Source: an optimization exercise on an open RTL-to-GDS flow (aim: a short achievable clock period and few clock cycles). Production flows keep margins and buffers that such runs may drop.
Only simulation tests tie the RTL to the original design; equivalence was not proved.
Power is estimated from default activity; no workload was simulated.

==> job 1942: inputs <==
## cpu
module cpu(
    input clk, reset,
    output [5:0] imem_addr,
    input [38:0] imem_data,
    output reg halted,
    input [6:0] dbg_addr,
    output [31:0] dbg_data
    );
localparam NOP = 0, INCR = 1, LTR = 2, NTR = 3, LTM = 4, SUB = 5, JLZ = 6, PTR = 7, SWP = 8, JMP = 9, HLT = 15;
reg [5:0] pc;
reg [15:0] pq;            
reg [5:0] pf;             
reg lz;
reg [38:0] ea, eb, em;    
reg ea_v, eb_v, em_v;     
reg ea_late, eb_late, em_late;    
reg [1:0] m_pos;          
reg        chk;           
reg        chk_sub;       
reg [5:0]  jt;            
reg [31:0] xo_oh, xe_oh;  
reg        x0;            
wire [3:0] opa = ea_v ? ea[38:35] : NOP;
wire [2:0] a1a = ea[34:32];
wire [2:0] a2a = ea[31:29];
wire [3:0] opb = eb_v ? eb[38:35] : NOP;
wire [2:0] a1b = eb[34:32];
wire [2:0] a2b = eb[31:29];
wire [3:0] opm = em_v ? em[38:35] : NOP;
wire [2:0] a2m = em[31:29];
wire [31:0] litm = em[31:0];
wire [31:0] raa, rba, rab, rbb, rf, rdbg;
wire [35:0] rlo;
wire [2:0] fa1;
wire       wena, wenb, wenm;
wire [2:0] waa, wab;
wire [31:0] wda, wdb, m0, m1;
reg_file GPR (
    .clk(clk), .reset(reset),
    .wenA(wena), .AdrWriteA(waa), .DATAA(wda),
    .wenB(wenb), .AdrWriteB(wab), .DATAB(wdb),
    .wenM(wenm), .AdrWriteM(a2m), .DATAM0(m0), .DATAM1(m1), .MPos(m_pos),
    .AdrA0(a1a), .AdrA1(a2a), .AdrB0(a1b), .AdrB1(a2b), .AdrF(fa1), .AdrDbg(dbg_addr[2:0]),
    .OperandA0(raa), .OperandA1(rba), .OperandB0(rab), .OperandB1(rbb), .OperandF(rf), .Low6(rlo),
    .OperandDbg(rdbg)
);
wire [32:0] diffa = {1'b0, raa} - {1'b0, rba};
wire [32:0] diffb = {1'b0, rab} - {1'b0, rbb};
wire lz_chk = !chk_sub ? lz : (opa == SUB) ? diffa[32] : diffb[32];
wire redirect = chk && !lz_chk;
wire lz_new = (opa == SUB && !(ea_late && redirect)) ? diffa[32] :
              (opb == SUB && !(eb_late && redirect)) ? diffb[32] : lz;
wire e_sub = (opa == SUB) || (opb == SUB);
function [31:0] alu_res;
    input [3:0] op;
    input [31:0] ra, lit;
    input [32:0] diff;
    case (op)
        INCR:    alu_res = ra + 32'd1;
        LTR:     alu_res = lit;
        SUB:     alu_res = diff[31:0];
        default: alu_res = 32'd0;
    endcase
endfunction
function alu_w;
    input [3:0] op;
    alu_w = (op == INCR || op == LTR || op == NTR || op == SUB);
endfunction
assign wena = alu_w(opa) && !(ea_late && redirect);
assign wenb = alu_w(opb) && !(eb_late && redirect);
  ...
Settings: LEC_CHECK=0, CAP_MARGIN=20, CELL_PAD_IN_SITES_DETAIL_PLACEMENT=1, CORE_MARGIN=2, CORE_UTILIZATION=30, PLACE_DENSITY=0.45, SETUP_SLACK_MARGIN=3.8, SLEW_MARGIN=20, TNS_END_PERCENT=25; clock period 10.0 ns.
run.sh (not shown) runs the stock make flow with config.mk's settings and CLKGATE_MAP_FILE= SYNTH_SCRIPT=/design/flow/synth_recipe.tcl, a recipe that flattens the netlist after the stock synthesis.
==> job 4191: changes against job 1942 <==
--- a/flow/design.v
+++ b/flow/design.v
@@ -5,25 +5,32 @@
     input  [2:0] AdrWriteA,
     input  [31:0] DATAA,
     input  wenB,
     input  [2:0] AdrWriteB,
     input  [31:0] DATAB,
+    input  wenC,
+    input  [2:0] AdrWriteC,
+    input  [31:0] DATAC,
     input  wenM,
     input  [2:0] AdrWriteM,
     input  [31:0] DATAM0,
     input  [31:0] DATAM1,
     input  [1:0] MPos,
     input  [2:0] AdrA0,
     input  [2:0] AdrA1,
     input  [2:0] AdrB0,
     input  [2:0] AdrB1,
+    input  [2:0] AdrC0,
+    input  [2:0] AdrC1,
     input  [2:0] AdrF,
     input  [2:0] AdrDbg,
     output [31:0] OperandA0,
     output [31:0] OperandA1,
     output [31:0] OperandB0,
     output [31:0] OperandB1,
+    output [31:0] OperandC0,
+    output [31:0] OperandC1,
     output [31:0] OperandF,
     output [31:0] OperandDbg,
     output [35:0] Low6           
     );
     reg [31:0] GPR [2:7];
@@ -42,10 +49,14 @@
     integer i;
     always @(posedge clk)
         for (i = 2; i < 8; i = i + 1)
             if (reset)
                 GPR[i] <= 32'd0;
+            else if (wenM && MPos == 2'd3 && (AdrWriteM == i || AdrWriteM1 == i))
+                GPR[i] <= (AdrWriteM == i) ? DATAM0 : DATAM1;
+            else if (wenC && AdrWriteC == i)
+                GPR[i] <= DATAC;
             else if (wenM && MPos == 2'd2 && (AdrWriteM == i || AdrWriteM1 == i))
                 GPR[i] <= (AdrWriteM == i) ? DATAM0 : DATAM1;
             else if (wenB && AdrWriteB == i)
                 GPR[i] <= DATAB;
             else if (wenM && MPos == 2'd1 && (AdrWriteM == i || AdrWriteM1 == i))
@@ -56,10 +67,12 @@
                 GPR[i] <= (AdrWriteM == i) ? DATAM0 : DATAM1;
     assign OperandA0 = rd(AdrA0);
     assign OperandA1 = rd(AdrA1);
     assign OperandB0 = rd(AdrB0);
     assign OperandB1 = rd(AdrB1);
+    assign OperandC0 = rd(AdrC0);
+    assign OperandC1 = rd(AdrC1);
     assign OperandF = rd(AdrF);
     assign OperandDbg = rd(AdrDbg);
     assign Low6 = {GPR[7][5:0], GPR[6][5:0], GPR[5][5:0], GPR[4][5:0], GPR[3][5:0], GPR[2][5:0]};
 endmodule
 `timescale 1ns / 1ps
@@ -74,13 +87,13 @@
 localparam NOP = 0, INCR = 1, LTR = 2, NTR = 3, LTM = 4, SUB = 5, JLZ = 6, PTR = 7, SWP = 8, JMP = 9, HLT = 15;
 reg [5:0] pc;
 reg [15:0] pq;            
 reg [5:0] pf;             
 reg lz;
-reg [38:0] ea, eb, em;    
-reg ea_v, eb_v, em_v;     
-reg ea_late, eb_late, em_late;    
+reg [38:0] ea, eb, ec, em;    
+reg ea_v, eb_v, ec_v, em_v;   
+reg ea_late, eb_late, ec_late, em_late;    
 reg [1:0] m_pos;          
 reg        chk;           
 reg        chk_sub;       
 reg [5:0]  jt;            
 reg [31:0] xo_oh, xe_oh;  
@@ -89,35 +102,43 @@
 wire [2:0] a1a = ea[34:32];
 wire [2:0] a2a = ea[31:29];
 wire [3:0] opb = eb_v ? eb[38:35] : NOP;
 wire [2:0] a1b = eb[34:32];
 wire [2:0] a2b = eb[31:29];
+wire [3:0] opc = ec_v ? ec[38:35] : NOP;
+wire [2:0] a1c = ec[34:32];
+wire [2:0] a2c = ec[31:29];
 wire [3:0] opm = em_v ? em[38:35] : NOP;
 wire [2:0] a2m = em[31:29];
 wire [31:0] litm = em[31:0];
-wire [31:0] raa, rba, rab, rbb, rf, rdbg;
+wire [31:0] raa, rba, rab, rbb, rac, rbc, rf, rdbg;
 wire [35:0] rlo;
 wire [2:0] fa1;
-wire       wena, wenb, wenm;
-wire [2:0] waa, wab;
-wire [31:0] wda, wdb, m0, m1;
+wire       wena, wenb, wenc, wenm;
+wire [2:0] waa, wab, wac;
+wire [31:0] wda, wdb, wdc, m0, m1;
 reg_file GPR (
     .clk(clk), .reset(reset),
     .wenA(wena), .AdrWriteA(waa), .DATAA(wda),
     .wenB(wenb), .AdrWriteB(wab), .DATAB(wdb),
+    .wenC(wenc), .AdrWriteC(wac), .DATAC(wdc),
     .wenM(wenm), .AdrWriteM(a2m), .DATAM0(m0), .DATAM1(m1), .MPos(m_pos),
     .AdrA0(a1a), .AdrA1(a2a), .AdrB0(a1b), .AdrB1(a2b), .AdrF(fa1), .AdrDbg(dbg_addr[2:0]),
-    .OperandA0(raa), .OperandA1(rba), .OperandB0(rab), .OperandB1(rbb), .OperandF(rf), .Low6(rlo),
+    .AdrC0(a1c), .AdrC1(a2c),
+    .OperandA0(raa), .OperandA1(rba), .OperandB0(rab), .OperandB1(rbb),
+    .OperandC0(rac), .OperandC1(rbc), .OperandF(rf), .Low6(rlo),
     .OperandDbg(rdbg)
 );
 wire [32:0] diffa = {1'b0, raa} - {1'b0, rba};
 wire [32:0] diffb = {1'b0, rab} - {1'b0, rbb};
-wire lz_chk = !chk_sub ? lz : (opa == SUB) ? diffa[32] : diffb[32];
+wire [32:0] diffc = {1'b0, rac} - {1'b0, rbc};
+wire lz_chk = !chk_sub ? lz : (opa == SUB) ? diffa[32] : (opb == SUB) ? diffb[32] : diffc[32];
 wire redirect = chk && !lz_chk;
 wire lz_new = (opa == SUB && !(ea_late && redirect)) ? diffa[32] :
-              (opb == SUB && !(eb_late && redirect)) ? diffb[32] : lz;
-wire e_sub = (opa == SUB) || (opb == SUB);
+              (opb == SUB && !(eb_late && redirect)) ? diffb[32] :
+              (opc == SUB && !(ec_late && redirect)) ? diffc[32] : lz;
+wire e_sub = (opa == SUB) || (opb == SUB) || (opc == SUB);
 function [31:0] alu_res;
     input [3:0] op;
     input [31:0] ra, lit;
     input [32:0] diff;
     case (op)
@@ -131,14 +152,17 @@
     input [3:0] op;
     alu_w = (op == INCR || op == LTR || op == NTR || op == SUB);
 endfunction
 assign wena = alu_w(opa) && !(ea_late && redirect);
 assign wenb = alu_w(opb) && !(eb_late && redirect);
+assign wenc = alu_w(opc) && !(ec_late && redirect);
 assign waa = (opa == SUB) ? 3'd4 : a1a;
 assign wab = (opb == SUB) ? 3'd4 : a1b;
+assign wac = (opc == SUB) ? 3'd4 : a1c;
 assign wda = alu_res(opa, raa, ea[31:0], diffa);
 assign wdb = alu_res(opb, rab, eb[31:0], diffb);
+assign wdc = alu_res(opc, rac, ec[31:0], diffc);
 assign wenm = (opm == PTR) && !(em_late && redirect);
 always @(posedge clk)
     if (reset)
         lz <= 1'b0;
     else
@@ -153,20 +177,29 @@
         default: alu_lo = 6'd0;
     endcase
 endfunction
 wire [5:0] ea_lo = alu_lo(opa, raa[5:0], rba[5:0], ea[5:0]);
 wire [5:0] eb_lo = alu_lo(opb, rab[5:0], rbb[5:0], eb[5:0]);
+wire [5:0] ec_lo = alu_lo(opc, rac[5:0], rbc[5:0], ec[5:0]);
 reg [31:0] mem [0:63];
+wire dbg_mem = halted && dbg_addr[6];
+wire [31:0] se, so;
 genvar g;
+generate
+    for (g = 0; g < 32; g = g + 1) begin : bank_sel
+        assign se[g] = xe_oh[g] || (dbg_mem && dbg_addr[5:0] == 2 * g);
+        assign so[g] = xo_oh[g] || (dbg_mem && dbg_addr[5:0] == 2 * g + 1);
+    end
+endgenerate
 integer j;
 reg [31:0] me, mo;
 always @(*) begin
     me = 32'd0;
     mo = 32'd0;
     for (j = 0; j < 32; j = j + 1) begin
-        me = me | ({32{xe_oh[j]}} & mem[2 * j]);
-        mo = mo | ({32{xo_oh[j]}} & mem[2 * j + 1]);
+        me = me | ({32{se[j]}} & mem[2 * j]);
+        mo = mo | ({32{so[j]}} & mem[2 * j + 1]);
     end
 end
 assign m0 = x0 ? mo : me;    
 assign m1 = x0 ? me : mo;    
 wire m_go = !(em_late && redirect);
@@ -181,11 +214,11 @@
             if (wr_even && xe_oh[i])
                 mem[2 * i] <= wd_even;
             if (wr_odd && xo_oh[i])
                 mem[2 * i + 1] <= wd_odd;
         end
-assign dbg_data = dbg_addr[6] ? mem[dbg_addr[5:0]] : rdbg;
+assign dbg_data = me | mo | (dbg_addr[6] ? 32'd0 : rdbg);
 reg [38:0] cw [0:63];
 reg [63:0] cv;
 function [15:0] rows;
     input [5:0] p;
     reg [3:0] q, q1;
@@ -275,11 +308,11 @@
 wire c03 = conflict(wa_v[0], wb_v[0], wa[0], wb[0], ra_v[3], rb_v[3], ra[3], rb[3]);
 wire c13 = conflict(wa_v[1], wb_v[1], wa[1], wb[1], ra_v[3], rb_v[3], ra[3], rb[3]);
 wire c23 = conflict(wa_v[2], wb_v[2], wa[2], wb[2], ra_v[3], rb_v[3], ra[3], rb[3]);
 wire [1:0] nalu1 = {1'b0, is_alu[0]};
 wire [1:0] nalu2 = nalu1 + {1'b0, is_alu[1]};
-wire [1:0] nalu3 = nalu2 + {1'b0, is_alu[2]};
+wire [1:0] nalu3 = nalu2 + {1'b0, is_alu[2]};    
 wire nsub1 = is_sub[0];
 wire nsub2 = nsub1 || is_sub[1];
 wire nsub3 = nsub2 || is_sub[2];
 wire nmem1 = is_mem[0];
 wire nmem2 = nmem1 || is_mem[1];
@@ -287,17 +320,17 @@
 wire ck0 = is_jlz[0] && e_sub;
 wire ck1 = is_jlz[1] && (nsub1 || e_sub);
 wire ck2 = is_jlz[2] && (nsub2 || e_sub);
 wire ck3 = is_jlz[3] && (nsub3 || e_sub);
 wire ok1 = sv[1] && !is_hlt[1] && !c01 &&
-           !(is_alu[1] && (nalu1 == 2'd2 || (is_sub[1] && nsub1))) && !(is_mem[1] && nmem1) &&
+           !(is_alu[1] && is_sub[1] && nsub1) && !(is_mem[1] && nmem1) &&
            !(ck1 && ck0);
 wire ok2 = sv[2] && !is_hlt[2] && !c02 && !c12 &&
-           !(is_alu[2] && (nalu2 == 2'd2 || (is_sub[2] && nsub2))) && !(is_mem[2] && nmem2) &&
+           !(is_alu[2] && is_sub[2] && nsub2) && !(is_mem[2] && nmem2) &&
            !(ck2 && (ck0 || ck1));
 wire ok3 = sv[3] && !is_hlt[3] && !c03 && !c13 && !c23 &&
-           !(is_alu[3] && (nalu3 == 2'd2 || (is_sub[3] && nsub3))) && !(is_mem[3] && nmem3) &&
+           !(is_alu[3] && (nalu3 == 2'd3 || (is_sub[3] && nsub3))) && !(is_mem[3] && nmem3) &&
            !(ck3 && (ck0 || ck1 || ck2));
 wire jlz_taken = !lz;
 wire end0 = is_jmp[0] || (is_jlz[0] && !ck0 && jlz_taken);
 wire end1 = is_jmp[1] || (is_jlz[1] && !ck1 && jlz_taken);
 wire end2 = is_jmp[2] || (is_jlz[2] && !ck2 && jlz_taken);
@@ -314,24 +347,28 @@
 wire [38:0] fm = is_mem[0] ? w[0] : is_mem[1] ? w[1] : is_mem[2] ? w[2] : w[3];
 assign fa1 = fm[34:32];
 wire fa1_rw = fa1[2:1] != 2'b00;
 wire ea_wr = alu_w(opa) && waa == fa1;
 wire eb_wr = alu_w(opb) && wab == fa1;
+wire ec_wr = alu_w(opc) && wac == fa1;
 wire [191:0] rf_oh;       
 wire [5:0] rf_x0;
 generate
     for (g = 0; g < 6; g = g + 1) begin : rdec
         assign rf_oh[32 * g +: 32] = 32'd1 << rlo[6 * g + 1 +: 5];
         assign rf_x0[g] = rlo[6 * g];
     end
 endgenerate
 wire [31:0] ea_oh = 32'd1 << ea_lo[5:1];
 wire [31:0] eb_oh = 32'd1 << eb_lo[5:1];
+wire [31:0] ec_oh = 32'd1 << ec_lo[5:1];
 wire [31:0] f_rf_oh = fa1_rw ? rf_oh[32 * (fa1 - 3'd2) +: 32] : 32'd1;
 wire        f_rf_x0 = fa1_rw ? rf_x0[fa1 - 3'd2] : fa1[0];
-wire [31:0] f_xo_oh = (fa1_rw && eb_wr) ? eb_oh : (fa1_rw && ea_wr) ? ea_oh : f_rf_oh;
-wire        f_x0 = (fa1_rw && eb_wr) ? eb_lo[0] : (fa1_rw && ea_wr) ? ea_lo[0] : f_rf_x0;
+wire [31:0] f_xo_oh = (fa1_rw && ec_wr) ? ec_oh : (fa1_rw && eb_wr) ? eb_oh :
+                      (fa1_rw && ea_wr) ? ea_oh : f_rf_oh;
+wire        f_x0 = (fa1_rw && ec_wr) ? ec_lo[0] : (fa1_rw && eb_wr) ? eb_lo[0] :
+                   (fa1_rw && ea_wr) ? ea_lo[0] : f_rf_x0;
 wire stall = f_mem && fa1_rw && opm == PTR && (a2m == fa1 || a2m + 3'd1 == fa1);
 wire sa0 = is_alu[0];
 wire sa1 = !is_alu[0] && is_alu[1];
 wire sa2 = !is_alu[0] && !is_alu[1] && is_alu[2];
 wire sa3 = !is_alu[0] && !is_alu[1] && !is_alu[2] && is_alu[3];
@@ -340,10 +377,14 @@
 wire sb1 = is_alu[0] && is_alu[1];
 wire sb2 = (is_alu[0] ^ is_alu[1]) && is_alu[2];
 wire sb3 = ((is_alu[0] ^ is_alu[1] ^ is_alu[2]) && !(is_alu[0] && is_alu[1])) && is_alu[3];
 wire [38:0] fb_w = sb1 ? w[1] : sb2 ? w[2] : w[3];
 wire fb_v = (sb1 && in1) || (sb2 && in2) || (sb3 && in3);
+wire sc2 = is_alu[0] && is_alu[1] && is_alu[2];
+wire sc3 = nalu3 == 2'd2 && is_alu[3];
+wire [38:0] fc_w = sc2 ? w[2] : w[3];
+wire fc_v = (sc2 && in2) || (sc3 && in3);
 wire sm0 = is_mem[0];
 wire sm1 = !is_mem[0] && is_mem[1];
 wire sm2 = !is_mem[0] && !is_mem[1] && is_mem[2];
 wire sm3 = !is_mem[0] && !is_mem[1] && !is_mem[2] && is_mem[3];
 wire kv0 = in0 && ck0;
@@ -356,10 +397,11 @@
 wire late1 = kv0;
 wire late2 = kv0 || kv1;
 wire late3 = kv0 || kv1 || kv2;
 wire a_late = (sa1 && late1) || (sa2 && late2) || (sa3 && late3);
 wire b_late = (sb1 && late1) || (sb2 && late2) || (sb3 && late3);
+wire c_late = (sc2 && late2) || (sc3 && late3);
 wire m_late = (sm1 && late1) || (sm2 && late2) || (sm3 && late3);
 wire [1:0] f_m_pos = sm1 ? nalu1 : sm2 ? nalu2 : sm3 ? nalu3 : 2'd0;
 function [21:0] with_rows;
     input [5:0] p;
     with_rows = {p, rows(p)};
@@ -380,38 +422,47 @@
         {pc, pq} <= redirect ? jt_rows : npc;
 always @(posedge clk)
     if (reset) begin
         ea_v <= 1'b0;
         eb_v <= 1'b0;
+        ec_v <= 1'b0;
         em_v <= 1'b0;
         chk <= 1'b0;
         halted <= 1'b0;
     end else if (halted || redirect || stall) begin
         ea_v <= 1'b0;
         eb_v <= 1'b0;
+        ec_v <= 1'b0;
         em_v <= 1'b0;
         chk <= 1'b0;
     end else begin
         ea_v <= fa_v;
         eb_v <= fb_v;
+        ec_v <= fc_v;
         em_v <= f_mem;
         chk <= f_chk;
         if (is_hlt[0])
             halted <= 1'b1;
     end
 always @(posedge clk) begin
     ea <= fa_w;
     eb <= fb_w;
+    ec <= fc_w;
     em <= fm;
     jt <= f_jt;
     chk_sub <= f_chk_sub;
     ea_late <= a_late;
     eb_late <= b_late;
+    ec_late <= c_late;
     em_late <= m_late;
     m_pos <= f_m_pos;
     x0 <= f_x0;
 end
-always @(posedge clk) begin
-    xo_oh <= f_xo_oh;
-    xe_oh <= f_x0 ? {f_xo_oh[30:0], f_xo_oh[31]} : f_xo_oh;
-end
+always @(posedge clk)
+    if (halted || is_hlt[0]) begin
+        xo_oh <= 32'd0;
+        xe_oh <= 32'd0;
+    end else begin
+        xo_oh <= f_xo_oh;
+        xe_oh <= f_x0 ? {f_xo_oh[30:0], f_xo_oh[31]} : f_xo_oh;
+    end
 endmodule
CORE_UTILIZATION = 25   (was 30)
SETUP_SLACK_MARGIN = 3.5   (was 3.8)
TNS_END_PERCENT = 20   (was 25)
==> summary.txt <==
status = failed layout checks
SO Viols = antenna rules
Synth Cell Area = 233,800 µm²
Reg2Reg Depth = 29
Area Overhead vs Synth = 24.39%
post-cts resize count = 1,106
slowest cell delay on critical path = 0.85 ns
sequential power share = 28.8%
worst skew pair latency = 1.26 ns
Pleak = 93.54 nW
relative slew slack = 2.461%
share of cells above drive strength 1 = 26.72%
post-route antenna net violation count = 1
-- figures above: job 1942

==> summary.txt <==
status = no timing/DRC/antenna violations
Max Cap Violations = 0
Area Overhead vs Synth = 22.78%
relative slew slack = 7.686%
Largest register FFs = 2,496
slowest cell delay on critical path = 0.69 ns
Stages on worst setup path = 14
sequential power share = 30.2%
worst skew pair latency = 1.12 ns
post-cts resize count = 1,260
P_comb = 41.9 mW
Setup crit end = dbg_data[22]
post-route antenna net violation count = 0
share of cells above drive strength 1 = 25.84%
Pleak = 91.84 nW
-- figures above: job 4191

Testbench counts of job 1942, summed over its fixed seeds: cycles 25,956.
Testbench counts of job 4191, summed over its fixed seeds: cycles 25,453.

port drivers added, routing unchanged:
How much do the figures lean on ideal ports? The routed layouts below were timed once more, with nothing changed but the port constraints. Step 1: set_driving_cell puts a clkbuf_16 on clk and a buf_2 on each other input, an assumption about the parent block. Step 2 adds t to the input delays and takes it off the output delays; t is the mean of the earliest and latest rising clock arrival at the registers after step 1. Input paths then give back, and output paths get back, about the clock's delay inside the block. Three values: ideal ports, drivers, drivers and shift; two values: the first two.
run	shift t [ns]	setup slack, ns	hold slack, ns	latest minus earliest clock arrival (ns)	slew at the worst register clock pin (ns)
job 1942	1.308	2.711 / 2.427 / 2.427	0.468 / 0.468 / 0.468	0.204 / 0.204	0.08 / 0.08
job 4191	1.216	3.073 / 2.795 / 2.795	0.467 / 0.467 / 0.467	0.141 / 0.140	0.08 / 0.08
The setup slack of job 1942, which loses most, moves by -0.284 ns with the drivers and by -0.284 ns with both steps.
